This is an optimization exercise on Yosys and OpenROAD, whose aim is small area, not a production implementation.
Where RTL was checked, it was by simulation tests only, not by an equivalence proof against the original.
For runs 3 and 4, only the layout was checked, not whether the RTL still works.
Power is estimated from default activity; no workload was simulated.

==> flow/design.v <==
module fifo_lite #(
    parameter WIDTH = 8,
    parameter DEPTH = 16,
    localparam ADDR_WIDTH = $clog2(DEPTH)
)(
    input  logic              clk,
    input  logic              rst,
    input  logic              wr_en,
    input  logic [WIDTH-1:0]  wr_data,
    input  logic              rd_en,
    output logic [WIDTH-1:0]  head,      
    output logic              empty,
    output logic              full
);
    logic [WIDTH-1:0] mem [0:DEPTH-1];
    logic [ADDR_WIDTH:0] last;    
    logic do_wr, do_rd;
    assign empty = last[ADDR_WIDTH];
    assign full  = (last == DEPTH - 1);
    assign do_wr = wr_en && !full;
    assign do_rd = rd_en && !empty;
    assign head = mem[last[ADDR_WIDTH-1:0]];
    always_ff @(posedge clk) begin
        if (do_wr) begin
            mem[0] <= wr_data;
            for (int i = 1; i < DEPTH; i++)
                mem[i] <= mem[i-1];
        end
    end
    always_ff @(posedge clk or posedge rst) begin
        if (rst)
            last <= '1;
        else if (do_wr && !do_rd)
            last <= last + 1'b1;
        else if (do_rd && !do_wr)
            last <= last - 1'b1;
    end
endmodule
module baud_gen #(
	parameter DL_WIDTH = 16,
	parameter PSD_WIDTH = 4
) (
	input  logic                 clk,
	input  logic                 reset,              
	input  logic [DL_WIDTH-1:0]  divisor_latch,      
	input  logic [PSD_WIDTH-1:0] psd,                
	input  logic                 new_baud,           
	input  logic                 enable_sample,      
	input  logic                 enable_baud,        
	output logic        baud_tick,          
	output logic        sample_tick,        
	output logic        active              
);
	logic [3:0] seq;         
	logic       stale;
	logic       mult_done;
	logic [3:0] seq_len;
	always_comb begin
		casez (psd)
			4'b0000: seq_len = 4'd4;
			4'b000?: seq_len = 4'd5;
			4'b0010: seq_len = 4'd5;
			4'b0???: seq_len = (psd == 4'b0111) ? 4'd7 : 4'd6;
			4'b1111: seq_len = 4'd8;
			default: seq_len = 4'd7;
		endcase
	end
	always_ff @(posedge clk or posedge reset) begin
		if (reset)
			seq <= '0;
		else if (seq != 0)
			seq <= seq - 1'b1;
		else if (!mult_done)
			seq <= seq_len;
	end
	always_ff @(posedge clk or posedge reset) begin
		if (reset)
			stale <= 0;
		else if (seq == 0)
			stale <= 0;
		else if (new_baud)
			stale <= 1;
	end
	always_ff @(posedge clk or posedge reset) begin
		if (reset)
			mult_done <= 0;
		else if (new_baud)
			mult_done <= 0;
		else if (seq == 4'd1 && !stale)
			mult_done <= 1;
	end
	assign active = mult_done;
	logic [PSD_WIDTH-1:0] s_pc;
	logic [DL_WIDTH-1:0]  s_dc;
	logic s_pz, s_end;
	assign s_pz  = (s_pc == 0);
	assign s_end = s_pz && (s_dc == 1);
	always_ff @(posedge clk) begin
		if (!mult_done || !enable_sample || s_end) begin
			s_pc <= psd;
			s_dc <= divisor_latch;
		end else if (s_pz) begin
			s_pc <= psd;
			s_dc <= s_dc - 1'b1;
		end else begin
			s_pc <= s_pc - 1'b1;
		end
	end
	always_ff @(posedge clk) begin
		if (!mult_done)
			sample_tick <= 0;
		else if (enable_sample)
			sample_tick <= s_end;
	end
	logic [3:0]           b_sc;
	logic [PSD_WIDTH-1:0] b_pc;
	logic [DL_WIDTH-1:0]  b_dc;
	logic b_sz, b_pz, b_end;
	assign b_sz  = (b_sc == 0);
	assign b_pz  = b_sz && (b_pc == 0);
	assign b_end = b_pz && (b_dc == 1);
	always_ff @(posedge clk) begin
		if (!mult_done || !enable_baud || b_end) begin
			b_sc <= 4'd15;
			b_pc <= psd;
			b_dc <= divisor_latch;
		end else begin
			b_sc <= b_sc - 1'b1;
			if (b_sz)
				b_pc <= b_pz ? psd : b_pc - 1'b1;
			if (b_pz)
				b_dc <= b_dc - 1'b1;
		end
	end
	always_ff @(posedge clk) begin
		if (!mult_done)
			baud_tick <= 0;
		else if (enable_baud)
			baud_tick <= b_end;
	end
endmodule
module uart_tx (
    input  logic        clk,
    input  logic        rst,
    input  logic [7:0]  tx_data,       
    input  logic        fifo_empty,
    output logic        tx_start,      
    input  logic [1:0]  data_len,      
    input  logic        parity_en,
    input  logic        parity_even,
    input  logic        two_stop,
    input  logic        tick,
    output logic        txd,
    output logic        enable_baud
);
    localparam logic [2:0] IDLE = 3'd0, POP = 3'd1, PEND = 3'd3, START = 3'd2,
                           DATA = 3'd6, PARITY = 3'd7, STOP1 = 3'd5, STOP2 = 3'd4;
    logic [2:0] state;
    logic [7:0] shift_reg;
    logic [3:0] bit_cnt;
    logic       parity_bit;
    logic [7:0] data_mask;
    assign txd =
        (state == START)  ? 1'b0 :
        (state == DATA)   ? shift_reg[0] :
        (state == PARITY) ? parity_bit :
                            1'b1;
    assign tx_start    = (state == POP);
    assign enable_baud = (state != IDLE) && (state != POP);
    assign data_mask = {data_len == 2'd3, data_len[1], data_len != 2'd0, 5'h1F};
    always_ff @(posedge clk) begin
        if (tx_start)
            shift_reg <= tx_data;
        else if (tick && state == DATA)
            shift_reg <= {1'b0, shift_reg[7:1]};
    end
    always_ff @(posedge clk) begin
        if (tick && state == PEND) begin
            bit_cnt    <= 0;
            parity_bit <= (^(shift_reg & data_mask)) ^ !parity_even;
        end else if (tick && state == DATA) begin
            bit_cnt <= bit_cnt + 1;
        end
    end
    always_ff @(posedge clk or posedge rst) begin
        if (rst) begin
            state <= IDLE;
        end else begin
            case (state)
                IDLE: if (!fifo_empty) state <= POP;
                POP:  state <= PEND;
                default: ;
            endcase
            if (tick) begin
                case (state)
                    PEND: state <= START;
                    START: state <= DATA;
                    DATA: begin
                        if (bit_cnt == {2'b01, data_len})
                            state <= (parity_en ? PARITY : STOP1);
                    end
                    PARITY: state <= STOP1;
                    STOP1: state <= two_stop ? STOP2 : IDLE;
                    STOP2: state <= IDLE;
                    default: ;
                endcase
            end
        end
    end
endmodule
module uart_rx (
    input  logic        clk,
    input  logic        rst,
    input  logic        rxd,
    input  logic        sample_tick,
    input  logic        stop_bits,
    input  logic        parity_en,
    input  logic        parity_even,
    input  logic [3:0]  data_bits,
    input  logic        enable,
    output logic        enable_sample,
    output logic        data_ready,
    output logic [7:0]  data_out,
    output logic        parity_err,
    output logic        framing_err
);
    localparam logic [2:0] IDLE = 3'd0, START = 3'd1, DATA = 3'd2, PARITY = 3'd3, STOP = 3'd4;
    logic [2:0] state, next_state;
    logic [3:0] bit_count;
    logic [3:0] sample_count;
    logic [7:0] shift_reg;
    logic       sampled_parity;
    logic       stop_sampled;
    logic       stop_phase;
    logic [7:0] rx_word;
    logic       rx_parity;
    assign rx_word   = shift_reg >> (4'd8 - data_bits);
    assign rx_parity = (^rx_word) ^ !parity_even;
    always_ff @(posedge clk or posedge rst) begin
        if (rst)
            enable_sample <= 0;
        else if (state == IDLE && !rxd)
            enable_sample <= 1;
        else if (state == STOP && next_state == IDLE)
            enable_sample <= 0;
    end
    always_ff @(posedge clk)
        state <= next_state;
    always_ff @(posedge clk or posedge rst) begin
        if (rst) begin
            next_state      <= IDLE;
            bit_count       <= 0;
            sample_count    <= 0;
            shift_reg       <= 0;
            data_ready      <= 0;
            parity_err      <= 0;
            framing_err     <= 0;
            stop_sampled    <= 0;
            stop_phase      <= 0;
            data_out        <= 0;
            sampled_parity  <= 0;
        end else if (sample_tick) begin
            case (state)
                IDLE: begin
                    bit_count     <= 0;
                    sample_count  <= 0;
                    if (enable_sample)
                        next_state <= START;
                    else
                        next_state <= IDLE;
                end
                START: begin
                    if (sample_count == 7) begin
                        if (!rxd) begin
                            sample_count <= 0;
                            next_state <= DATA;
                        end else begin
                            next_state <= IDLE;
                        end
                    end else begin
                        sample_count <= sample_count + 1;
                        next_state <= START;
                    end
                end
                DATA: begin
                    if (sample_count == 15) begin
                        shift_reg <= {rxd, shift_reg[7:1]};
                        sample_count <= 0;
                        bit_count <= bit_count + 1;
                        if (bit_count == data_bits - 1)
                            next_state <= (parity_en ? PARITY : STOP);
                        else
                            next_state <= DATA;
                    end else begin
                        sample_count <= sample_count + 1;
                        next_state <= DATA;
                    end
                end
                PARITY: begin
                    if (sample_count == 15) begin
                        sampled_parity <= rxd;
                        sample_count <= 0;
                        next_state <= STOP;
                    end else begin
                        sample_count <= sample_count + 1;
                        next_state <= PARITY;
                    end
                end
                STOP: begin
                    if (sample_count == 15) begin
                        sample_count <= 0;
                        stop_sampled <= rxd;
                        stop_phase <= ~stop_phase;
                        if ((stop_bits && stop_phase == 1) || !stop_bits) begin
                            data_out <= rx_word;
                            if (stop_bits)
                                framing_err <= ~(stop_sampled & rxd);
                            else
                                framing_err <= ~rxd;
                            if (parity_en)
                                parity_err <= (sampled_parity != rx_parity);
                            else
                                parity_err <= 0;
                            data_ready   <= 1;
                            next_state   <= IDLE;
                            stop_phase   <= 0;
                            stop_sampled <= 0;
                        end else begin
                            next_state <= STOP;
                        end
                    end else begin
                        sample_count <= sample_count + 1;
                        next_state <= STOP;
                    end
                end
                default: ;
            endcase
        end else begin
            data_ready <= 0;
        end
    end
endmodule
module uart_top #(
    parameter DL_WIDTH = 16,
    parameter PSD_WIDTH = 4,
    parameter FIFO_DEPTH = 16
)(
    input  logic clk,
    input  logic rst,
    input  logic rxd,
    output logic txd,
    input  logic        wr_en,
    input  logic [7:0]  wr_data,
    output logic        tx_ready,
    input  logic        rd_en,
    output logic [7:0]  rd_data,
    output logic        rx_ready,
    output logic        rx_valid,
    output logic        parity_err,
    output logic        framing_err,
    output logic        overrun_err,
    input  logic [7:0]  lcr,
    input  logic [DL_WIDTH-1:0]  divisor_latch,
    input  logic [PSD_WIDTH-1:0] psd,
    input  logic                 new_baud
);
    logic baud_tick, sample_tick;
    logic enable_baud, enable_sample;
    logic       tx_start;
    logic       tx_fifo_empty, tx_fifo_full;
    logic [7:0] tx_head;
    logic [7:0] rx_data_out;
    logic       rx_data_ready;
    logic       rx_parity_err, rx_framing_err;
    logic       rx_fifo_full, rx_fifo_empty;
    logic       rx_fifo_wr_en;
    logic [7:0] rx_head;
    logic       do_rd;
    assign tx_ready = ~tx_fifo_full;
    assign rx_ready = ~rx_fifo_empty;
    assign rx_fifo_wr_en = rx_data_ready && ~rx_fifo_full;
    assign do_rd = rd_en && ~rx_fifo_empty;
    fifo_lite #(.WIDTH(8), .DEPTH(FIFO_DEPTH)) tx_fifo (
        .clk(clk),
        .rst(rst),
        .wr_en(wr_en),
        .wr_data(wr_data),
        .rd_en(tx_start),
        .head(tx_head),
        .full(tx_fifo_full),
        .empty(tx_fifo_empty)
    );
    fifo_lite #(.WIDTH(8), .DEPTH(FIFO_DEPTH)) rx_fifo (
        .clk(clk),
        .rst(rst),
        .wr_en(rx_fifo_wr_en),
        .wr_data(rx_data_out),
        .rd_en(rd_en),
        .head(rx_head),
        .full(rx_fifo_full),
        .empty(rx_fifo_empty)
    );
    always_ff @(posedge clk or posedge rst) begin
        if (rst) begin
            rd_data  <= '0;
            rx_valid <= 0;
        end else begin
            rx_valid <= do_rd;
            if (do_rd)
                rd_data <= rx_head;
        end
    end
    baud_gen #(
        .DL_WIDTH(DL_WIDTH),
        .PSD_WIDTH(PSD_WIDTH)
    ) baud_gen_inst (
        .clk(clk),
        .reset(rst),
        .divisor_latch(divisor_latch),
        .psd(psd),
        .new_baud(new_baud),
        .enable_sample(enable_sample),
        .enable_baud(enable_baud),
        .baud_tick(baud_tick),
        .sample_tick(sample_tick),
        .active()
    );
    uart_tx tx_inst (
        .clk(clk),
        .rst(rst),
        .tx_data(tx_head),
        .fifo_empty(tx_fifo_empty),
        .tx_start(tx_start),
        .data_len(lcr[1:0]),
        .parity_en(lcr[3]),
        .parity_even(lcr[4]),
        .two_stop(lcr[2]),
        .tick(baud_tick),
        .txd(txd),
        .enable_baud(enable_baud)
    );
    uart_rx rx_inst (
        .clk(clk),
        .rst(rst),
        .rxd(rxd),
        .sample_tick(sample_tick),
        .stop_bits(lcr[2]),
        .parity_en(lcr[3]),
        .parity_even(lcr[4]),
        .data_bits(4'd5 + {2'b00, lcr[1:0]}),
        .enable(1'b1),
        .enable_sample(enable_sample),
        .data_ready(rx_data_ready),
        .data_out(rx_data_out),
        .parity_err(rx_parity_err),
        .framing_err(rx_framing_err)
    );
    always_ff @(posedge clk or posedge rst) begin
        if (rst) begin
            parity_err   <= 0;
            framing_err  <= 0;
            overrun_err  <= 0;
        end else begin
            parity_err   <= rx_data_ready && rx_parity_err;
            framing_err  <= rx_data_ready && rx_framing_err;
            overrun_err  <= rx_data_ready && rx_fifo_full;
        end
    end
endmodule
module axi_ui #(
    parameter DL_WIDTH = 16,
    parameter PSD_WIDTH = 4,
    parameter FIFO_DEPTH = 16
)(
    input  logic clk,
    input  logic rst,
    input  logic [31:0] awaddr,
    input  logic        awvalid,
    output logic        awready,
    input  logic [31:0] wdata,
    input  logic [3:0]  wstrb,
    input  logic        wvalid,
    output logic        wready,
    output logic        bvalid,
    output logic [1:0]  bresp,
    input  logic        bready,
    input  logic [31:0] araddr,
    input  logic        arvalid,
    output logic        arready,
    output logic [31:0] rdata,
    output logic        rvalid,
    output logic [1:0]  rresp,
    input  logic        rready,
    output logic [7:0]  thr_out,
    output logic [7:0]  lcr_out,
    output logic [7:0]  dll_out,
    output logic [7:0]  dlm_out,
    output logic [7:0]  psd_out,
    output logic        wr_en,
    input  logic [7:0]  rd_data,
    input  logic        tx_ready,
    input  logic        rx_ready,
    input  logic        rx_valid,
    output logic        rd_en,
    input  logic        parity_err,
    input  logic        framing_err,
    input  logic        overrun_err,
    output logic        new_baud,
    output logic irq,
    output logic irq_n
);
    logic [7:0] ier;     
    logic [7:0] lcr;     
    logic [7:0] mcr;     
    logic [7:0] spr;     
    logic [7:0] dll;     
    logic [7:0] dlm;     
    logic [7:0] psd;     
    logic lsr_data_ready, lsr_overrun_err, lsr_parity_err, lsr_framing_err;
    logic lsr_thr_empty;
    logic [7:0] lsr;
    logic isr_a, isr_b, isr_none;
    logic dlab;
    logic [2:0] axi_rd_addr;
    logic [7:0] axi_wr_data;
    logic axi_wr_en, axi_rd_en;
    logic [2:0] wr_addr_latched;
    logic rhr_has_data;
    logic rhr_read;
    logic [7:0] reg_rd;
    assign dlab    = lcr[7];
    assign thr_out = axi_wr_data;
    assign lcr_out = lcr;
    assign dll_out = dll;
    assign dlm_out = dlm;
    assign psd_out = psd;
    assign lsr = {1'b0, lsr_thr_empty, lsr_thr_empty, 1'b0,
                  lsr_framing_err, lsr_parity_err, lsr_overrun_err, lsr_data_ready};
    assign isr_none = !(isr_a || isr_b);
    assign irq   = !isr_none;
    assign irq_n = isr_none;
    assign bresp = 2'b00;
    assign rresp = 2'b00;
    logic [7:0] rdata_q;
    assign rdata = {24'd0, rdata_q};
    assign wready = awready;
    assign rd_en = (rx_ready && !rhr_has_data && !rx_valid);
    always_comb begin
        case (axi_rd_addr)
            3'd0: reg_rd = dlab ? dll : rd_data;
            3'd1: reg_rd = dlab ? dlm : ier;
            3'd2: reg_rd = {3'b000, 1'b0, isr_a, isr_b, isr_none, isr_none};
            3'd3: reg_rd = lcr;
            3'd4: reg_rd = mcr;
            3'd5: reg_rd = dlab ? psd : lsr;
            3'd6: reg_rd = 8'h00;
            default: reg_rd = spr;
        endcase
    end
    assign rhr_read = axi_rd_en && (axi_rd_addr == 3'd0) && !dlab;
    always_ff @(posedge clk) begin
        if (awready) begin
            wr_addr_latched <= awaddr[2:0];
            axi_wr_data     <= wdata[7:0];
        end
    end
    always_ff @(posedge clk or posedge rst) begin
        if (rst) begin
            awready   <= 0;
            bvalid    <= 0;
            axi_wr_en <= 0;
            wr_en     <= 0;
            new_baud  <= 0;
        end else begin
            awready   <= !awready && awvalid;
            axi_wr_en <= awready;
            wr_en     <= axi_wr_en && wr_addr_latched == 3'd0 && !dlab;
            new_baud  <= axi_wr_en && dlab && (wr_addr_latched == 3'd0 || wr_addr_latched == 3'd1 || wr_addr_latched == 3'd5);
            if (axi_wr_en)
                bvalid <= 1;
            else if (bready)
                bvalid <= 0;
        end
    end
    always_ff @(posedge clk or posedge rst) begin
        if (rst) begin
            ier <= 8'h00;
            lcr <= 8'h03;
            mcr <= 8'h00;
            spr <= 8'h00;
            dll <= 8'h01;
            dlm <= 8'h00;
            psd <= 8'h00;
        end else if (axi_wr_en) begin
            case (wr_addr_latched)
                3'd0: if (dlab) dll <= axi_wr_data;
                3'd1: if (dlab) dlm <= axi_wr_data; else ier <= axi_wr_data;
                3'd2: ;
                3'd3: lcr <= axi_wr_data;
                3'd4: mcr <= axi_wr_data;
                3'd5: if (dlab) psd <= axi_wr_data;
                default: spr <= axi_wr_data;
            endcase
        end
    end
    always_ff @(posedge clk) begin
        if (arvalid && !arready)
            axi_rd_addr <= araddr[2:0];
    end
    assign axi_rd_en = arready;
    always_ff @(posedge clk or posedge rst) begin
        if (rst) begin
            arready    <= 0;
            rvalid     <= 0;
            rdata_q <= 0;
        end else begin
            arready <= arvalid && !arready;
            if (axi_rd_en) begin
                rvalid     <= 1;
                rdata_q <= reg_rd;
            end else if (rready) begin
                rvalid <= 0;
            end
        end
    end
    always_ff @(posedge clk or posedge rst) begin
        if (rst) begin
            rhr_has_data <= 0;
        end else if (rhr_read) begin
            rhr_has_data <= 0;
        end else if (rx_valid) begin
            rhr_has_data <= 1;
        end
    end
    always_ff @(posedge clk or posedge rst) begin
        if (rst) begin
            lsr_data_ready  <= 0;
            lsr_overrun_err <= 0;
            lsr_parity_err  <= 0;
            lsr_framing_err <= 0;
            lsr_thr_empty   <= 1;
        end else begin
            lsr_data_ready  <= rhr_has_data;
            lsr_overrun_err <= overrun_err;
            lsr_parity_err  <= parity_err;
            lsr_framing_err <= framing_err;
            lsr_thr_empty   <= tx_ready;
        end
    end
    always_ff @(posedge clk or posedge rst) begin
        if (rst) begin
            isr_a <= 0;
            isr_b <= 0;
        end else begin
            if (ier[2] && (parity_err || framing_err || overrun_err)) begin
                isr_a <= 1;
                isr_b <= 1;
            end else if (ier[0] && rhr_has_data) begin
                isr_a <= 1;
                isr_b <= 0;
            end else if (ier[1] && tx_ready) begin
                isr_a <= 0;
                isr_b <= 1;
            end else begin
                isr_a <= 0;
                isr_b <= 0;
            end
        end
    end
endmodule
module uart_16550 #(
    parameter DL_WIDTH = 16,
    parameter PSD_WIDTH = 4,
    parameter FIFO_DEPTH = 16
)(
    input  logic clk,
    input  logic rst,
    input  logic [31:0] awaddr,
    input  logic        awvalid,
    output logic        awready,
    input  logic [31:0] wdata,
    input  logic [3:0]  wstrb,
    input  logic        wvalid,
    output logic        wready,
    output logic        bvalid,
    output logic [1:0]  bresp,
    input  logic        bready,
    input  logic [31:0] araddr,
    input  logic        arvalid,
    output logic        arready,
    output logic [31:0] rdata,
    output logic        rvalid,
    output logic [1:0]  rresp,
    input  logic        rready,
    output logic irq,
    output logic irq_n,
    input  logic rxd,
    output logic txd
);
    logic [7:0] thr, lcr, dll, dlm, psd;
    logic wr_en, rd_en;
    logic [7:0] rd_data;
    logic tx_ready, rx_ready, rx_valid;
    logic parity_err, framing_err, overrun_err;
    logic new_baud;
    uart_top #(
        .DL_WIDTH(DL_WIDTH),
        .PSD_WIDTH(PSD_WIDTH),
        .FIFO_DEPTH(FIFO_DEPTH)
    ) uart_core (
        .clk(clk),
        .rst(rst),
        .rxd(rxd),
        .txd(txd),
        .wr_en(wr_en),
        .wr_data(thr),
        .tx_ready(tx_ready),
        .rd_en(rd_en),
        .rd_data(rd_data),
        .rx_ready(rx_ready),
        .rx_valid(rx_valid),
        .parity_err(parity_err),
        .framing_err(framing_err),
        .overrun_err(overrun_err),
        .lcr(lcr),
        .divisor_latch({dlm, dll}),
        .psd(psd[3:0]),
        .new_baud(new_baud)
    );
    axi_ui #(
        .DL_WIDTH(DL_WIDTH),
        .PSD_WIDTH(PSD_WIDTH),
        .FIFO_DEPTH(FIFO_DEPTH)
    ) ui (
        .clk(clk),
        .rst(rst),
        .awaddr(awaddr),
        .awvalid(awvalid),
        .awready(awready),
        .wdata(wdata),
        .wvalid(wvalid),
        .wstrb(wstrb),
        .wready(wready),
        .bvalid(bvalid),
        .bresp(bresp),
        .bready(bready),
        .araddr(araddr),
        .arvalid(arvalid),
        .arready(arready),
        .rdata(rdata),
        .rvalid(rvalid),
        .rresp(rresp),
        .rready(rready),
        .thr_out(thr),
        .lcr_out(lcr),
        .dll_out(dll),
        .dlm_out(dlm),
        .psd_out(psd),
        .wr_en(wr_en),
        .rd_en(rd_en),
        .rd_data(rd_data),
        .tx_ready(tx_ready),
        .rx_ready(rx_ready),
        .rx_valid(rx_valid),
        .parity_err(parity_err),
        .framing_err(framing_err),
        .overrun_err(overrun_err),
        .new_baud(new_baud),
        .irq(irq),
        .irq_n(irq_n)
    );
endmodule
==> flow/run.sh <==
#!/bin/bash
# synth_recipe.tcl (not shown) runs the flow's synth.tcl, then flattens the netlist and writes it again
# the make line also repeats each setting of config.mk as NAME=value (left out here)
make -C /OpenROAD-flow-scripts/flow DESIGN_CONFIG=/design/flow/config.mk WORK_HOME=/design/flow/orfs CLKGATE_MAP_FILE= SYNTH_SCRIPT=/design/flow/synth_recipe.tcl finish
==> flow/config.mk <==
export PLATFORM = sky130hd
export DESIGN_NAME = uart_16550
export DESIGN_NICKNAME = uart_16550
export VERILOG_FILES = /design/flow/design.v
export SDC_FILE = /design/flow/constraint.sdc
export NUM_CORES = 4
export LEC_CHECK = 0
export ABC_AREA = 1
export CAP_MARGIN = 20
export CORE_MARGIN = 2
export CORE_UTILIZATION = 40
export PLACE_DENSITY = 0.6
export SLEW_MARGIN = 20
==> flow/constraint.sdc <==
create_clock -name core_clock -period 6.0 [get_ports {clk}]
set_input_delay 1.2000 -clock core_clock [delete_from_list [all_inputs] [get_ports {clk}]]
set_output_delay 1.2000 -clock core_clock [all_outputs]
set_load 0.01 [all_outputs]
==> results of run 1 <==
-- Yosys cell counts, drive strengths merged, types with 2 or more instances --
cell type	n	share of area
xor2	19	0.0079
buf	63	0.021
or2	8	0.0024
a21o	2	0.00071
and2	3	0.00089
edfxtp	315	0.45
a21oi	41	0.0097
nor3	24	0.0069
a211oi	11	0.0039
nor3b	2	0.00071
dfxtp	17	0.016
fa	2	0.0019
o21ai	173	0.041
dfrtp	130	0.15
nand3	172	0.041
nor4	9	0.0036
clkbuf	15	0.0027
nand2	530	0.095
dfstp	14	0.017
ha	24	0.014
nor2	162	0.032
o211ai	5	0.0018
nand3b	4	0.0014
nand4	35	0.010
a221oi	7	0.0029
inv	199	0.035
a31oi	13	0.0039
o2111ai	20	0.0083
o22ai	2	0.00059
xnor2	22	0.0091
-- metrics by stage --
stage | util | cell area [sq um] | total power [W]
finish | 0.454 | 23800 | 0.00920
global route | 0.454 | 23800 | 0.00971
CTS | 0.453 | 23700 | 0.00927
detailed placement | 0.420 | 22000 | 0.00601
global placement | 0.420 | 22000 | 0.00596
floorplan | - | 21200 | 0.00547
-- path summary, 6_finish.rpt --
check	slack [ps]	endpoint	from	cells past startpoint
worst max-delay path	1870	uart_core.tx_fifo.last[4]$_DFFE_PP1P_	uart_core.tx_fifo.last[0]$_DFFE_PP1P_	15
worst min-delay path	370	ui.lsr_framing_err$_DFF_PP0_	uart_core.framing_err$_DFF_PP0_	0
worst max register to register	1870	uart_core.tx_fifo.last[4]$_DFFE_PP1P_	uart_core.tx_fifo.last[0]$_DFFE_PP1P_	15
worst min register to register	370	ui.lsr_framing_err$_DFF_PP0_	uart_core.framing_err$_DFF_PP0_	0
max in group asynchronous	3740	ui.lcr[1]$_DFFE_PP1P_	rst	3
min in group asynchronous	1170	uart_core.rx_inst.data_out[4]$_DFFE_PP0P_	rst	2
-- worst max-delay path, delay by kind of cell (launching register included) --
kind / cells / cell delay (ps)
simple gates: 8 / 1710
buf+inv: 3 / 690
flops: 1 / 660
fa+ha+maj: 2 / 650
compound gates: 1 / 160
xor+xnor: 1 / 150
-- metal layers --
layer  wire length (um)  up-vias  global-route usage
met3               2680       82              0.0322
met4               1240        0              0.0585
met1              22600     7089               0.259
met2              22000      384               0.279
li1                   -     7062                   -
met5                  0        -                   0
-- area by class of cell --
| type | instances | area (sq um) |
|---|---|---|
| Clock buffer | 67 | 1410 |
| Clock inverter | 31 | 335 |
| Fill cell | 4878 | 28600 |
| Inverter | 200 | 758 |
| Multi-Input combinational cell | 1327 | 6540 |
| Sequential cell | 476 | 13400 |
| Tap cell | 688 | 861 |
| Timing Repair Buffer | 46 | 435 |
-- kinds of logic after synthesis --
logic type | share of synthesized area
adders and majority gates | 0.0162
other | 0.000178
and+or+nand+nor | 0.194
DFF | 0.637
buffers and inverters | 0.0590
xor gates and xnor gates | 0.0170
AOI/OAI and AO/OA | 0.0763
-- power by group through the flow --
| stage | Clock (W) | Combinational, W | Sequential, W |
|---|---|---|---|
| after global routing | 0.00344 | 0.00200 | 0.00426 |
| after CTS | 0.00331 | 0.00174 | 0.00422 |
| final | 0.00323 | 0.00175 | 0.00422 |
| after floorplan | 0 | 0.00132 | 0.00416 |
| after detailed placement | 0 | 0.00173 | 0.00428 |
| after global placement | 0 | 0.00169 | 0.00426 |
==> run_results.csv, run 1 <==
group,metric,value,unit
grt,overflow,0,
drt,detail_route.vias_per_cell,5.16,
clock_network,cts.sink_count,476,
drt,dr_total_vias,14600,
sta,slew_violations,0,
placed_design,detailedPlacementHpwl,32500,um
critical_path,setup.worst_path.class,"reg -> reg",
critical_path,timing.critical_path.arrival,4680,ps
drt,detailedRoute.firstIterationViolations,1180,
grt,grt_use_total,0.181,
critical_path,highest_net_fanout_along_the_worst_path,75,
cells_and_area,final-instance-count-excl-fill,2835,
yosys,asyncSetResetFlopFracSynth,0.303,
clock_network,tritoncts.num_buffers,52,
sta,whs,372,ps
critical_path,setup.worst_path.start_class,"flip-flop",
cells_and_area,insertedDiodeCount,0,
placed_design,place.gp.congestion,0.892,
clock_network,cts_htree_levels,2,
clock_network,clockRootBuffer,"sky130_fd_sc_hd__clkbuf_16",
critical_path,critical-path-max-stage-delay,760,ps
grt,grt_start_max_net_pins,111,
placed_design,placed_cells_incl_taps,2736,
yosys,syn_avg_cell_area,10.3,sq um
sta,rsz_0062_raised_after_global_routing,"no",
sta,finalSetupViolCount,0,
grt,grt_pass1_wl,77400,um
clock_network,postCtsHoldBufs,0,
yosys,yosys_warnings,7,
floorplanning,io-pin-count,152,
sta,worst_clock_skew,31.4,ps
cells_and_area,post_route_cells_drive_above_1_share,0.0699,
floorplanning,die_width,234,um
yosys,synth-edff-count,315,
power_and_ir_drop,ir_worst_vdd,232,uV
clock_network,maximum_clock_insertion_buffer_count,3,
clock_network,cts-resized-gates,0,
floorplanning,floorplan.initialDensity,0.403,
drt,route.final.wire_length,48600,um
sta,final_report_hold_violation_count,0,
floorplanning,core,52300,sq um
cells_and_area,nets,2237,
power_and_ir_drop,swShare,0.307,
cells_and_area,area_growth_syn_to_layout,12.8,%
run,timing.max_cap.violations,0,
power_and_ir_drop,p_comb_frac,0.190,
power_and_ir_drop,power.static_leakage,9.11,nW
clock_network,cts_clock_pin_slew_for_the_worst_setup_and_hold_paths,60,ps
drt,post-route-drc-count,0,
critical_path,worst_path_max_delay_cell,"sky130_fd_sc_hd__nor2_1",
sta,max_freq,242,MHz
critical_path,worst_path_required,6550,ps
sta,finalCriticalPeriod,4130,ps
yosys,synth.cell_area,21100,sq um
drt,drt_pre_antenna_iters,8,
cells_and_area,mostFrequentLayoutCells,"525 x sky130_fd_sc_hd__nand2_1, 315 x sky130_fd_sc_hd__edfxtp_1, 186 x sky130_fd_sc_hd__inv_1",
yosys,synthesis.instances,2054,
yosys,synth.distinct_cells,53,
clock_network,worst_skew_pair.late_latency,620,ps
placed_design,post-place-ws,1860,ps
placed_design,buffer_ports.inserted,36,
run_status,result_of_the_run,"complete, no violations",
cells_and_area,layout_commonest_cell,"sky130_fd_sc_hd__nand2_1",
yosys,seq_area_frac_synth,0.637,
power_and_ir_drop,power_per_cell_area,387,nW/um^2
critical_path,cp-end-kind,"flip-flop",
clock_network,tritoncts_clock_tree,"done",
drt,wire_per_inst,17.1,um
grt,grt_antenna_before_repair,0,
sta,fin_ws,1870,ps
sta,max_slew_margin,0.317,
sta,setup_tns,0,ps
drt,antenna_left,0,
power_and_ir_drop,netSwitchingPower,0.00282,W
power_and_ir_drop,seq_power_share,0.459,
yosys,dominantRegCellSynth,"sky130_fd_sc_hd__edfxtp_1",
floorplanning,fp.dieArea,54500,sq um
sta,tightestPinTransition,1020,ps
floorplanning,die_h,234,um
power_and_ir_drop,clockPowerShare,0.351,
critical_path,path_cells,"nand2_1 > nor2_1 > inv_1 > nor2_1 > nor2_4 > buf_4 > ha_1 > inv_1 > ha_1 > a21oi_1 > nor2_1 > nor2_1 > nor2_1 > nor2_1 > xor2_1",
critical_path,critPathMostFrequentCell,"sky130_fd_sc_hd__nor2_1",
sta,final.period_utilization,0.689,
hold_path,holdCritPathClass,"reg -> reg",
cells_and_area,registers_with_the_most_flip_flops,"uart_core.rx_fifo.mem (128), uart_core.tx_fifo.mem (128)",
yosys,synth-seq-cells,476,
power_and_ir_drop,p_int,0.00638,W
clock_network,post-cts-setup-buffers,0,
floorplanning,row_count,84,
grt,first_global_vias,14100,
==> run 2: changes to the inputs <==
--- a/flow/config.mk
+++ b/flow/config.mk
@@ -7,3 +7,2 @@
 export LEC_CHECK = 0
-export ABC_AREA = 1
 export CAP_MARGIN = 20
==> run_results.csv, run 2 <==
group,metric,value,unit
sta,worst_clock_skew,23.4,ps
floorplanning,die_h,234,um
sta,rsz_0062_raised_after_global_routing,"no",
critical_path,highest_net_fanout_along_the_worst_path,41,
power_and_ir_drop,power.static_leakage,8.22,nW
clock_network,cts-resized-gates,0,
cells_and_area,area_taken_by_multi_input_logic_gates,7100,sq um
clock_network,tritoncts_clock_tree,"done",
yosys,dominantRegCellSynth,"sky130_fd_sc_hd__edfxtp_1",
sta,max_slew_margin,0.310,
floorplanning,row_count,84,
sta,whs,397,ps
cells_and_area,mostFrequentLayoutCells,"315 x sky130_fd_sc_hd__edfxtp_1, 153 x sky130_fd_sc_hd__nand2_1, 130 x sky130_fd_sc_hd__dfrtp_1",
grt,grt_start_max_net_pins,112,
critical_path,critPathMostFrequentCell,"sky130_fd_sc_hd__ha_1",
drt,route.final.wire_length,46300,um
drt,wire_per_inst,19.2,um
cells_and_area,num-fill-cells,4727,
cells_and_area,nets,1813,
run_status,result_of_the_run,"complete, no violations",
critical_path,path_cells,"nand2_1 > nor3_1 > nor2_4 > ha_1 > inv_1 > ha_1 > a21o_1 > a21oi_1 > xnor2_1 > nor2_1 > xor2_1",
critical_path,setup.worst_path.class,"reg -> reg",
grt,grt_use_total,0.170,
cells_and_area,post_route_cells_drive_above_1_share,0.132,
grt,first_global_vias,13000,
cells_and_area,regArea,13400,sq um
power_and_ir_drop,power_per_cell_area,394,nW/um^2
drt,dr_total_vias,13200,
yosys,synthDominantAreaCellType,"sky130_fd_sc_hd__edfxtp_1",
power_and_ir_drop,seq_power_share,0.456,
critical_path,cp-end-kind,"flip-flop",
drt,detail_route.vias_per_cell,5.46,
power_and_ir_drop,ir_worst_vdd,279,uV
clock_network,post-cts-setup-buffers,0,
floorplanning,core,52400,sq um
floorplanning,fp.dieArea,54700,sq um
drt,drt_pre_antenna_iters,5,
placed_design,buffer_ports.inserted,36,
drt,detailedRoute.firstIterationViolations,1088,
floorplanning,io-pin-count,152,
power_and_ir_drop,p_int,0.00660,W
run,timing.max_cap.violations,0,
clock_network,cts.sink_count,476,
yosys,synth.cell_area,21100,sq um
yosys,yosys.area.top_type_share,0.448,
drt,antenna_left,0,
power_and_ir_drop,clockPowerShare,0.340,
yosys,asyncSetResetFlopFracSynth,0.303,
clock_network,tritoncts.num_buffers,50,
clock_network,cts_htree_levels,2,
yosys,seq_area_frac_synth,0.635,
hold_path,hold_path_depth,1,
floorplanning,die_width,234,um
sta,slew_violations,0,
cells_and_area,layout_commonest_cell,"sky130_fd_sc_hd__edfxtp_1",
clock_network,worst_skew_pair.late_latency,600,ps
clock_network,maximum_clock_insertion_buffer_count,3,
clock_network,clockRootBuffer,"sky130_fd_sc_hd__clkbuf_16",
sta,setup_tns,0,ps
yosys,synthesis.instances,1664,
critical_path,worst_path_required,6520,ps
cells_and_area,area_growth_syn_to_layout,12.3,%
sta,finalSetupViolCount,0,
placed_design,place.gp.congestion,0.826,
sta,finalCriticalPeriod,3600,ps
yosys,synth-seq-cells,476,
placed_design,detailedPlacementHpwl,30100,um
cells_and_area,registers_with_the_most_flip_flops,"uart_core.rx_fifo.mem (128), uart_core.tx_fifo.mem (128)",
hold_path,holdCritPathClass,"reg -> reg",
yosys,netlist_top_cells_area,"sky130_fd_sc_hd__edfxtp_1 45%, sky130_fd_sc_hd__dfrtp_1 15%, sky130_fd_sc_hd__mux2_2 4.9%",
yosys,synth.distinct_cells,72,
critical_path,critical-path-max-stage-delay,1090,ps
drt,post-route-drc-count,0,
critical_path,setup.worst_path.start_class,"flip-flop",
clock_network,postCtsHoldBufs,0,
yosys,netlist_top_cells_count,"315 x sky130_fd_sc_hd__edfxtp_1, 153 x sky130_fd_sc_hd__nand2_1, 130 x sky130_fd_sc_hd__dfrtp_1",
sta,final.period_utilization,0.600,
sta,final_report_hold_violation_count,0,
yosys,post-synth-top-count-cell,"sky130_fd_sc_hd__edfxtp_1",
power_and_ir_drop,netSwitchingPower,0.00275,W
grt,overflow,0,
floorplanning,floorplan.initialDensity,0.403,
yosys,syn_avg_cell_area,12.7,sq um
grt,grt_pass1_wl,72800,um
sta,tightestPinTransition,1030,ps
critical_path,timing.critical_path.arrival,4120,ps
critical_path,rr_worst_depth,11,
clock_network,cts_clock_pin_slew_for_the_worst_setup_and_hold_paths,60,ps
sta,max_freq,278,MHz
grt,grt_antenna_before_repair,0,
yosys,synth-edff-count,315,
power_and_ir_drop,p_comb_frac,0.204,
cells_and_area,insertedDiodeCount,0,
power_and_ir_drop,swShare,0.294,
critical_path,worst_path_max_delay_cell,"sky130_fd_sc_hd__dfstp_2",
cells_and_area,finalCoreUtilization,0.452,
yosys,yosys_warnings,7,
==> run 2: critical path, delay by kind of cell, from the launching register on <==
kind	cells	cell delay, ps
xor gates and xnor gates	2	250
and+or+nand+nor	4	1090
adders and majority gates	2	590
AOI/OAI and AO/OA	2	350
buffers and inverters	1	150
DFF	1	1090
==> run 2: final cells by class <==
class                           count  share of cell area
Sequential cell                   476               0.566
Clock inverter                     18              0.0100
Tap cell                          688              0.0363
Multi-Input combinational cell   1058               0.299
Timing Repair Buffer               52              0.0204
Inverter                           41             0.00680
Clock buffer                       76              0.0615
==> run 2: through the flow <==
| step | area, sq um | worst slack, ps | cells | power (W) |
|---|---|---|---|---|
| after floorplan | 21200 | 184 | 1691 | 0.00567 |
| after global placement | 22000 | 2420 | 2315 | 0.00618 |
| after detailed placement | 22000 | 2420 | 2315 | 0.00623 |
| after CTS | 23700 | 2220 | 2409 | 0.00944 |
| after global routing | 23700 | 2040 | 2409 | 0.00983 |
| final | 23700 | 2400 | 2409 | 0.00935 |
==> run 2: power groups by stage <==
stage	logic [W]	registers, W	clock network [W]
floorplan	0.00149	0.00419	0
CTS	0.00192	0.00426	0.00326
finish	0.00191	0.00426	0.00318
global placement	0.00187	0.00431	0
detailed placement	0.00191	0.00432	0
global route	0.00213	0.00431	0.00339
==> run 2: cells by family (layout without fill, tap and decap cells) <==
logic type      count (synthesis)  after routing  synth area share
flops                         476            476             0.635
fa+ha+maj                      26             26            0.0161
simple gates                  440            440            0.0964
xor+xnor                       65             65            0.0277
compound gates                358            358             0.109
other cells                     1             28          0.000177
mux                           141            141            0.0812
buf+inv                       157            187            0.0343
==> run 2: final timing paths <==
| path | endpoint | slack [ps] | from |
|---|---|---|---|
| max | uart_core.rx_fifo.last[4]$_DFFE_PP1P_ | 2400 | uart_core.rx_fifo.last[0]$_DFFE_PP1P_ |
| min | uart_core.baud_gen_inst.b_sc[0]$_SDFF_PP1_ | 400 | uart_core.baud_gen_inst.b_sc[0]$_SDFF_PP1_ |
| max reg2reg | uart_core.rx_fifo.last[4]$_DFFE_PP1P_ | 2400 | uart_core.rx_fifo.last[0]$_DFFE_PP1P_ |
| min reg2reg | uart_core.baud_gen_inst.b_sc[0]$_SDFF_PP1_ | 400 | uart_core.baud_gen_inst.b_sc[0]$_SDFF_PP1_ |
| max in group asynchronous | ui.lcr[1]$_DFFE_PP1P_ | 3790 | rst |
| min in group asynchronous | ui.spr[7]$_DFFE_PP0P_ | 1180 | rst |
==> run 2: per-layer routing <==
metal | wire length [um] | vias up | share of wire | global-route usage
met5 | 0 | - | 0 | 0
met4 | 1100 | 0 | 0.024 | 0.0512
met3 | 2010 | 72 | 0.044 | 0.0252
met2 | 21400 | 291 | 0.46 | 0.265
met1 | 21800 | 6630 | 0.47 | 0.246
li1 | - | 6158 | - | -
==> run 3: changes to the inputs <==
--- a/flow/design.v
+++ b/flow/design.v
@@ -236,4 +236,8 @@
     logic       rx_parity;
+    logic       mid;           
+    logic       last_stop;     
     assign rx_word   = shift_reg >> (4'd8 - data_bits);
     assign rx_parity = (^rx_word) ^ !parity_even;
+    assign mid       = (sample_count == 15);
+    assign last_stop = (stop_bits && stop_phase == 1) || !stop_bits;
     always_ff @(posedge clk or posedge rst) begin
@@ -251,11 +255,5 @@
             next_state      <= IDLE;
-            bit_count       <= 0;
-            sample_count    <= 0;
             shift_reg       <= 0;
             data_ready      <= 0;
-            parity_err      <= 0;
-            framing_err     <= 0;
-            stop_sampled    <= 0;
             stop_phase      <= 0;
-            data_out        <= 0;
             sampled_parity  <= 0;
@@ -263,28 +261,12 @@
             case (state)
-                IDLE: begin
-                    bit_count     <= 0;
-                    sample_count  <= 0;
-                    if (enable_sample)
-                        next_state <= START;
+                IDLE:
+                    next_state <= enable_sample ? START : IDLE;
+                START:
+                    if (sample_count == 7)
+                        next_state <= rxd ? IDLE : DATA;
                     else
-                        next_state <= IDLE;
-                end
-                START: begin
-                    if (sample_count == 7) begin
-                        if (!rxd) begin
-                            sample_count <= 0;
-                            next_state <= DATA;
-                        end else begin
-                            next_state <= IDLE;
-                        end
-                    end else begin
-                        sample_count <= sample_count + 1;
                         next_state <= START;
-                    end
-                end
-                DATA: begin
-                    if (sample_count == 15) begin
+                DATA:
+                    if (mid) begin
                         shift_reg <= {rxd, shift_reg[7:1]};
-                        sample_count <= 0;
-                        bit_count <= bit_count + 1;
                         if (bit_count == data_bits - 1)
@@ -294,22 +276,54 @@
                     end else begin
-                        sample_count <= sample_count + 1;
                         next_state <= DATA;
                     end
-                end
-                PARITY: begin
-                    if (sample_count == 15) begin
+                PARITY:
+                    if (mid) begin
                         sampled_parity <= rxd;
-                        sample_count <= 0;
                         next_state <= STOP;
                     end else begin
-                        sample_count <= sample_count + 1;
                         next_state <= PARITY;
                     end
+                STOP:
+                    if (mid) begin
+                        stop_phase <= ~stop_phase;
+                        if (last_stop) begin
+                            data_ready <= 1;
+                            next_state <= IDLE;
+                            stop_phase <= 0;
+                        end else begin
+                            next_state <= STOP;
+                        end
+                    end else begin
+                        next_state <= STOP;
+                    end
+                default: ;
+            endcase
+        end else begin
+            data_ready <= 0;
+        end
+    end
+    always_ff @(posedge clk) begin
+        if (sample_tick) begin
+            case (state)
+                IDLE: begin
+                    bit_count    <= 0;
+                    sample_count <= 0;
+                end
+                START:
+                    if (sample_count == 7) begin
+                        if (!rxd)
+                            sample_count <= 0;
+                    end else begin
+                        sample_count <= sample_count + 1;
+                    end
+                DATA, PARITY: begin
+                    sample_count <= sample_count + 1;
+                    if (mid && state == DATA)
+                        bit_count <= bit_count + 1;
                 end
                 STOP: begin
-                    if (sample_count == 15) begin
-                        sample_count <= 0;
+                    sample_count <= sample_count + 1;
+                    if (mid) begin
                         stop_sampled <= rxd;
-                        stop_phase <= ~stop_phase;
-                        if ((stop_bits && stop_phase == 1) || !stop_bits) begin
+                        if (last_stop) begin
                             data_out <= rx_word;
@@ -323,12 +337,4 @@
                                 parity_err <= 0;
-                            data_ready   <= 1;
-                            next_state   <= IDLE;
-                            stop_phase   <= 0;
                             stop_sampled <= 0;
-                        end else begin
-                            next_state <= STOP;
                         end
-                    end else begin
-                        sample_count <= sample_count + 1;
-                        next_state <= STOP;
                     end
@@ -337,4 +343,2 @@
             endcase
-        end else begin
-            data_ready <= 0;
         end
@@ -402,12 +406,10 @@
     );
-    always_ff @(posedge clk or posedge rst) begin
-        if (rst) begin
-            rd_data  <= '0;
-            rx_valid <= 0;
-        end else begin
-            rx_valid <= do_rd;
-            if (do_rd)
-                rd_data <= rx_head;
-        end
+    always_ff @(posedge clk) begin
+        if (rst)
+            rd_data <= '0;
+        else if (do_rd)
+            rd_data <= rx_head;
     end
+    always_ff @(posedge clk)
+        rx_valid <= do_rd;
     baud_gen #(
@@ -457,12 +459,6 @@
     );
-    always_ff @(posedge clk or posedge rst) begin
-        if (rst) begin
-            parity_err   <= 0;
-            framing_err  <= 0;
-            overrun_err  <= 0;
-        end else begin
-            parity_err   <= rx_data_ready && rx_parity_err;
-            framing_err  <= rx_data_ready && rx_framing_err;
-            overrun_err  <= rx_data_ready && rx_fifo_full;
-        end
+    always_ff @(posedge clk) begin
+        parity_err   <= rx_data_ready && rx_parity_err;
+        framing_err  <= rx_data_ready && rx_framing_err;
+        overrun_err  <= rx_data_ready && rx_fifo_full;
     end
@@ -584,3 +580,3 @@
     end
-    always_ff @(posedge clk or posedge rst) begin
+    always_ff @(posedge clk) begin
         if (rst) begin
@@ -634,16 +630,8 @@
     end
-    always_ff @(posedge clk or posedge rst) begin
-        if (rst) begin
-            lsr_data_ready  <= 0;
-            lsr_overrun_err <= 0;
-            lsr_parity_err  <= 0;
-            lsr_framing_err <= 0;
-            lsr_thr_empty   <= 1;
-        end else begin
-            lsr_data_ready  <= rhr_has_data;
-            lsr_overrun_err <= overrun_err;
-            lsr_parity_err  <= parity_err;
-            lsr_framing_err <= framing_err;
-            lsr_thr_empty   <= tx_ready;
-        end
+    always_ff @(posedge clk) begin
+        lsr_data_ready  <= rhr_has_data;
+        lsr_overrun_err <= overrun_err;
+        lsr_parity_err  <= parity_err;
+        lsr_framing_err <= framing_err;
+        lsr_thr_empty   <= tx_ready;
     end
--- a/flow/config.mk
+++ b/flow/config.mk
@@ -10,2 +10,3 @@
 export CORE_UTILIZATION = 40
+export CTS_BUF_LIST = sky130_fd_sc_hd__clkbuf_8
 export PLACE_DENSITY = 0.6
==> run_results.csv, run 3 <==
group,metric,value,unit
drt,antenna_left,0,
sta,finalSetupViolCount,0,
floorplanning,die_width,233,um
clock_network,cts.sink_count,476,
yosys,seq_area_frac_synth,0.628,
sta,rsz_0062_raised_after_global_routing,"no",
floorplanning,die_h,233,um
critical_path,highest_net_fanout_along_the_worst_path,17,
cells_and_area,nets,1897,
yosys,netlist_top_cells_count,"334 x sky130_fd_sc_hd__edfxtp_1, 183 x sky130_fd_sc_hd__nor2_1, 133 x sky130_fd_sc_hd__nand2_1",
yosys,dominantRegCellSynth,"sky130_fd_sc_hd__edfxtp_1",
clock_network,post-cts-setup-buffers,0,
clock_network,clockRootBuffer,"sky130_fd_sc_hd__clkbuf_8",
drt,post-route-drc-count,0,
grt,overflow,0,
critical_path,path_cells,"inv_1 > ha_1 > or3b_1 > o311a_1 > or4_4 > o311ai_2 > a21oi_2 > or4_1 > a21boi_1",
floorplanning,io-pin-count,152,
grt,grt_start_max_net_pins,95,
sta,final.period_utilization,0.646,
clock_network,cts_clock_pin_slew_for_the_worst_setup_and_hold_paths,60,ps
critical_path,critical-path-max-stage-delay,800,ps
yosys,yosys.area.top_type_share,0.479,
cells_and_area,area_growth_syn_to_layout,12.2,%
yosys,yosys_warnings,7,
floorplanning,row_count,83,
yosys,netlist_top_cells_area,"sky130_fd_sc_hd__edfxtp_1 48%, sky130_fd_sc_hd__dfxtp_1 8.6%, sky130_fd_sc_hd__dfrtp_1 5.0%",
yosys,synthDominantAreaCellType,"sky130_fd_sc_hd__edfxtp_1",
clock_network,cts_htree_levels,3,
power_and_ir_drop,total_power,0.00803,W
yosys,synth.distinct_cells,77,
floorplanning,core,51500,sq um
cells_and_area,final-instance-count-excl-fill,2513,
sta,worst_clock_skew,22.4,ps
clock_network,tritoncts.num_buffers,83,
cells_and_area,finalCoreUtilization,0.456,
critical_path,cp-end-kind,"flip-flop",
run,timing.max_cap.violations,0,
power_and_ir_drop,power.static_leakage,8.46,nW
yosys,post-synth-top-count-cell,"sky130_fd_sc_hd__edfxtp_1",
cells_and_area,post_route_cells_drive_above_1_share,0.110,
clock_network,tritoncts_clock_tree,"done",
sta,max_freq,258,MHz
placed_design,placed_cells_incl_taps,2358,
sta,finalCriticalPeriod,3880,ps
yosys,synth-edff-count,334,
clock_network,maximum_clock_insertion_buffer_count,3,
cells_and_area,mostFrequentLayoutCells,"334 x sky130_fd_sc_hd__edfxtp_1, 183 x sky130_fd_sc_hd__nor2_1, 133 x sky130_fd_sc_hd__nand2_1",
sta,final_report_hold_violation_count,0,
critical_path,worst_path_dominant_cell_family,"simple AND/OR/NAND/NOR gates",
placed_design,detailedPlacementHpwl,30900,um
grt,grt_use_total,0.181,
sta,tightestPinTransition,1040,ps
critical_path,worst_path_required,6530,ps
yosys,synth.cell_area,20900,sq um
drt,detailedRoute.firstIterationViolations,1142,
sta,setup_tns,0,ps
placed_design,buffer_ports.inserted,36,
yosys,synthesis.instances,1715,
cells_and_area,num-fill-cells,4717,
critical_path,setup.worst_path.class,"reg -> reg",
power_and_ir_drop,ir_worst_vdd,190,uV
drt,dr_total_vias,13800,
drt,detail_route.vias_per_cell,5.47,
critical_path,critical_path_buf_inv_count,1,
yosys,asyncSetResetFlopFracSynth,0.109,
placed_design,place.gp.congestion,0.802,
cells_and_area,registers_with_the_most_flip_flops,"uart_core.rx_fifo.mem (128), uart_core.tx_fifo.mem (128)",
yosys,syn_avg_cell_area,12.2,sq um
grt,first_global_vias,13400,
grt,grt_pass1_wl,76400,um
clock_network,worst_skew_pair.late_latency,670,ps
critical_path,timing.critical_path.arrival,4400,ps
drt,drt_pre_antenna_iters,5,
drt,route.final.wire_length,48400,um
yosys,synth-seq-cells,476,
run_status,result_of_the_run,"complete, no violations",
critical_path,worst_path_max_delay_cell,"sky130_fd_sc_hd__dfxtp_1",
hold_path,holdCritPathClass,"reg -> reg",
floorplanning,floorplan.initialDensity,0.406,
drt,wire_per_inst,19.3,um
floorplanning,fp.dieArea,54200,sq um
clock_network,postCtsHoldBufs,0,
power_and_ir_drop,power_per_cell_area,342,nW/um^2
cells_and_area,layout_commonest_cell,"sky130_fd_sc_hd__edfxtp_1",
clock_network,cts-resized-gates,0,
sta,max_slew_margin,0.304,
critical_path,setup.worst_path.start_class,"flip-flop",
grt,grt_antenna_before_repair,0,
sta,slew_violations,0,
==> run 3: metrics by stage <==
| stage | hold slack [ps] | cell area (sq um) | setup WS [ps] |
|---|---|---|---|
| floorplan | 331 | 21000 | 271 |
| global placement | 372 | 21800 | 2150 |
| detailed placement | 373 | 21800 | 2080 |
| CTS | 390 | 23500 | 2090 |
| global route | 384 | 23500 | 1880 |
| finish | 387 | 23500 | 2120 |
==> run 3: kinds of logic (layout without fill, tap and decap cells) <==
| logic type | count (synthesis) | count (layout) | share of synthesized area |
|---|---|---|---|
| AOI/OAI and AO/OA | 355 | 355 | 0.110 |
| xor gates and xnor gates | 67 | 67 | 0.0280 |
| adders and majority gates | 27 | 27 | 0.0167 |
| buffers and inverters | 169 | 259 | 0.0358 |
| DFF | 476 | 476 | 0.628 |
| muxes | 129 | 129 | 0.0722 |
| other | 1 | 29 | 0.000179 |
| and+or+nand+nor | 491 | 491 | 0.109 |
==> run 3: power breakdown <==
part           switching (W)  total, W  internal (W)  leakage, nW
combinational       0.000808   0.00132      0.000512         3.20
sequential          0.000142   0.00384       0.00370         4.33
clock                0.00134   0.00287       0.00152        0.943
total                0.00229   0.00803       0.00573         8.46
==> run 3: area by class of cell <==
type | instances | area [sq um] | area share
Multi-Input combinational cell | 1097 | 7170 | 0.305
Antenna cell | 1 | 2.50 | 0.000107
Timing Repair Buffer | 58 | 524 | 0.0223
Clock buffer | 94 | 1290 | 0.0551
Sequential cell | 476 | 13100 | 0.560
Inverter | 47 | 176 | 0.00752
Tap cell | 680 | 851 | 0.0362
Clock inverter | 60 | 314 | 0.0134
==> run 3: final timing paths <==
path,from,end,slack [ps],cells after the start
max in group asynchronous,rst,uart_core.rx_fifo.last[3]$_DFFE_PP1P_,3970,4
setup / recovery,ui.lcr[0]$_SDFFE_PP1P_,uart_core.rx_inst.parity_err$_SDFFCE_PN0P_,2120,9
min in group asynchronous,rst,ui.rvalid$_DFFE_PP0P_,1100,3
hold reg to reg,uart_core.overrun_err$_DFF_P_,ui.lsr_overrun_err$_DFF_P_,390,0
hold / removal,uart_core.overrun_err$_DFF_P_,ui.lsr_overrun_err$_DFF_P_,390,0
setup reg to reg,ui.lcr[0]$_SDFFE_PP1P_,uart_core.rx_inst.parity_err$_SDFFCE_PN0P_,2120,9
==> run 3: per-layer routing <==
metal,GRT usage,up-vias,wire length [um]
met4,0.0679,0,1320
met5,0,-,0
met3,0.0373,99,2490
met1,0.258,6854,22400
met2,0.271,412,22200
li1,-,6391,-
==> run 3: worst reg2reg max path, stage by stage (launching register included) <==
cell	delay, ps
sky130_fd_sc_hd__dfxtp_1	800
sky130_fd_sc_hd__inv_1	300
sky130_fd_sc_hd__ha_1	740
sky130_fd_sc_hd__or3b_1	400
sky130_fd_sc_hd__o311a_1	140
sky130_fd_sc_hd__or4_4	510
sky130_fd_sc_hd__o311ai_2	110
sky130_fd_sc_hd__a21oi_2	100
sky130_fd_sc_hd__or4_1	500
sky130_fd_sc_hd__a21boi_1	140
==> run 4: changes to the inputs <==
--- a/flow/config.mk
+++ b/flow/config.mk
@@ -10,3 +10,3 @@
 export CORE_UTILIZATION = 40
-export CTS_BUF_LIST = sky130_fd_sc_hd__clkbuf_8
+export CTS_BUF_LIST = sky130_fd_sc_hd__clkbuf_4
 export PLACE_DENSITY = 0.6
==> run_results.csv, run 4 <==
group,metric,value,unit
sta,rsz_0062_raised_after_global_routing,"no",
clock_network,cts_clock_pin_slew_for_the_worst_setup_and_hold_paths,70,ps
grt,grt_pass1_wl,77000,um
grt,grt_use_total,0.184,
yosys,synth.cell_area,20900,sq um
yosys,asyncSetResetFlopFracSynth,0.109,
run,timing.max_cap.violations,0,
cells_and_area,layout_commonest_cell,"sky130_fd_sc_hd__edfxtp_1",
clock_network,post-cts-setup-buffers,0,
power_and_ir_drop,power.static_leakage,8.57,nW
placed_design,place.gp.congestion,0.802,
hold_path,min-delay-start,"uart_core.parity_err$_DFF_P_",
drt,antenna_left,0,
placed_design,post-place-ws,2080,ps
critical_path,timing.critical_path.arrival,2870,ps
clock_network,cts_htree_levels,4,
sta,finalCriticalPeriod,4070,ps
drt,detail_route.vias_per_cell,5.41,
floorplanning,die_h,233,um
yosys,synth-edff-count,334,
yosys,synth.distinct_cells,77,
sta,max_freq,246,MHz
critical_path,setup.worst_path.start_class,"flip-flop",
cells_and_area,design_area,23600,sq um
critical_path,cp-end-kind,"primary output",
clock_network,cts-resized-gates,0,
drt,detailedRoute.firstIterationViolations,1219,
floorplanning,die_width,233,um
grt,grt_antenna_before_repair,2,
clock_network,cts.sink_count,476,
yosys,post-synth-top-count-cell,"sky130_fd_sc_hd__edfxtp_1",
placed_design,placedInstanceArea,21800,sq um
floorplanning,floorplan.initialDensity,0.406,
drt,wire_per_inst,18.8,um
clock_network,clockRootBuffer,"sky130_fd_sc_hd__clkbuf_4",
clock_network,tritoncts_clock_tree,"done",
clock_network,worst_skew_pair.late_latency,940,ps
drt,post-route-drc-count,0,
power_and_ir_drop,power_per_cell_area,349,nW/um^2
sta,worst_clock_skew,56.0,ps
placed_design,detailedPlacementHpwl,30900,um
sta,tightestPinTransition,1070,ps
drt,drt_pre_antenna_iters,7,
critical_path,highest_net_fanout_along_the_worst_path,14,
drt,dr_total_vias,14100,
yosys,seq_area_frac_synth,0.628,
yosys,dominantRegCellSynth,"sky130_fd_sc_hd__edfxtp_1",
yosys,synthDominantAreaCellType,"sky130_fd_sc_hd__edfxtp_1",
clock_network,tritoncts.num_buffers,132,
grt,overflow,0,
yosys,yosys.area.top_type_share,0.479,
floorplanning,fp.dieArea,54200,sq um
clock_network,maximum_clock_insertion_buffer_count,3,
cells_and_area,mostFrequentLayoutCells,"334 x sky130_fd_sc_hd__edfxtp_1, 203 x sky130_fd_sc_hd__clkbuf_4, 183 x sky130_fd_sc_hd__nor2_1",
sta,max_slew_margin,0.287,
critical_path,critical_path.reg2reg.startpoint,"ui.lcr[0]$_SDFFE_PP1P_",
critical_path,worst_path_required,4800,ps
sta,slew_violations,0,
yosys,synth-seq-cells,476,
sta,final_report_hold_violation_count,0,
hold_path,holdCritPathClass,"reg -> reg",
hold_path,hold_path_end,"ui.lsr_parity_err$_DFF_P_",
grt,first_global_vias,13900,
sta,setup_tns,0,ps
cells_and_area,finalCoreUtilization,0.459,
placed_design,buffer_ports.inserted,36,
sta,final.period_utilization,0.678,
yosys,netlist_top_cells_area,"sky130_fd_sc_hd__edfxtp_1 48%, sky130_fd_sc_hd__dfxtp_1 8.6%, sky130_fd_sc_hd__dfrtp_1 5.0%",
critical_path,regToRegEndpoint,"uart_core.rx_inst.parity_err$_SDFFCE_PN0P_",
cells_and_area,area_growth_syn_to_layout,13.0,%
floorplanning,row_count,83,
floorplanning,core,51500,sq um
critical_path,rr_worst_depth,9,
cells_and_area,nets,1946,
cells_and_area,post_route_cells_drive_above_1_share,0.160,
sta,finalSetupViolCount,0,
yosys,syn_avg_cell_area,12.2,sq um
yosys,yosys_warnings,7,
hold_path,hold_path_depth,0,
drt,route.final.wire_length,48800,um
critical_path,setup.worst_path.class,"reg -> out",
floorplanning,io-pin-count,152,
run_status,result_of_the_run,"complete, no violations",
yosys,netlist_top_cells_count,"334 x sky130_fd_sc_hd__edfxtp_1, 183 x sky130_fd_sc_hd__nor2_1, 133 x sky130_fd_sc_hd__nand2_1",
sta,fin_ws,1930,ps
power_and_ir_drop,ir_worst_vdd,205,uV
grt,grt_start_max_net_pins,95,
clock_network,postCtsHoldBufs,0,
yosys,synthesis.instances,1715,
critical_path,r2r_setup_slack,2110,ps
cells_and_area,registers_with_the_most_flip_flops,"uart_core.rx_fifo.mem (128), uart_core.tx_fifo.mem (128)",
## run 4: cell counts after synthesis
No cell type changed its count.
## run 4: power breakdown
| part | switching [W] | total (W) | internal [W] |
|---|---|---|---|
| combinational | 0.000811 | 0.00132 | 0.000511 |
| sequential | 0.000141 | 0.00384 | 0.00370 |
| clock | 0.00137 | 0.00309 | 0.00171 |
| total | 0.00233 | 0.00825 | 0.00592 |
## run 4: layout make-up
class,count,area (sq um)
diodes,4,10.0
clock buffers,203,1520
clock inverters,35,245
fillers,4769,27900
inverters,47,176
multi-input cells,1097,7170
flip-flops and latches,476,13100
well taps,680,851
repair buffers,58,524
## run 4: critical path: stages, from the launching register on
cell	delay (ps)
sky130_fd_sc_hd__dfrtp_1	530
sky130_fd_sc_hd__inv_1	240
sky130_fd_sc_hd__nor3b_1	80
sky130_fd_sc_hd__o21ai_0	450
sky130_fd_sc_hd__clkdlybuf4s50_1	640
## run 4: layer usage
layer,vias to the layer above,share of wire,GRT usage
li1,6581,-,-
met1,6964,0.46,0.255
met2,405,0.45,0.270
met3,103,0.055,0.0458
met4,0,0.033,0.0888
met5,-,0,0
## run 4: per-stage QoR
stage	std cells	total power, W	hold slack, ps
2_1_floorplan	1742	0.00485	331
3_3_place_gp	2358	0.00519	372
3_5_place_dp	2358	0.00523	373
4_1_cts	2596	0.00837	371
5_1_grt	2598	0.00871	366
6_report	2600	0.00825	352
## run 4: logic make-up after synthesis
kind of cell    synth area share
other cells             0.000179
fa+ha+maj                 0.0167
flops                      0.628
xor+xnor                  0.0280
mux                       0.0722
compound gates             0.110
buf+inv                   0.0358
simple gates               0.109
## run 4: how the worst max path moves through the flow
stage	cells after the start	slack, ps	startpoint	to
final	4	1930	uart_core.tx_inst.state[0]$_DFF_PP0_	txd
after global routing	4	1750	uart_core.tx_inst.state[0]$_DFF_PP0_	txd
after CTS	4	1810	uart_core.tx_inst.state[0]$_DFF_PP0_	txd
after detailed placement	9	2080	ui.lcr[0]$_SDFFE_PP1P_	uart_core.rx_inst.parity_err$_SDFFCE_PN0P_
after global placement	9	2150	ui.lcr[0]$_SDFFE_PP1P_	uart_core.rx_inst.parity_err$_SDFFCE_PN0P_
after floorplan	13	270	uart_core.tx_fifo.last[2]$_DFFE_PP1P_	uart_core.tx_fifo.last[4]$_DFFE_PP1P_

-- what the ideal ports hide --
In the flow no input, the clock included, has a driving cell. The finished layouts below were timed again as built, in two steps.
Step 1 assumes that a clkbuf_16 drives the clock port and a buf_2 every other input.
Step 2 moves the port delays by t, midway between the first and last clock arrival at a register: inputs arrive t later, outputs are due t later. That takes back most of the time a late clock gives input paths.
a / b / c = no drivers / after step 1 / after step 2; a / b = the first two.
run | t (ns) | slack for setup (ns) | worst data-port slew with drivers (ns)
run 1 | 0.658 | 1.866 / 1.866 / 1.866 | 0.04
run 2 | 0.638 | 2.401 / 2.376 / 2.401 | 0.04
run 3 | 0.716 | 2.123 / 2.123 / 2.123 | 0.04
run 4 | 0.979 | 1.933 / 1.878 / 2.107 | 0.04
After both steps every run listed still meets setup and hold.
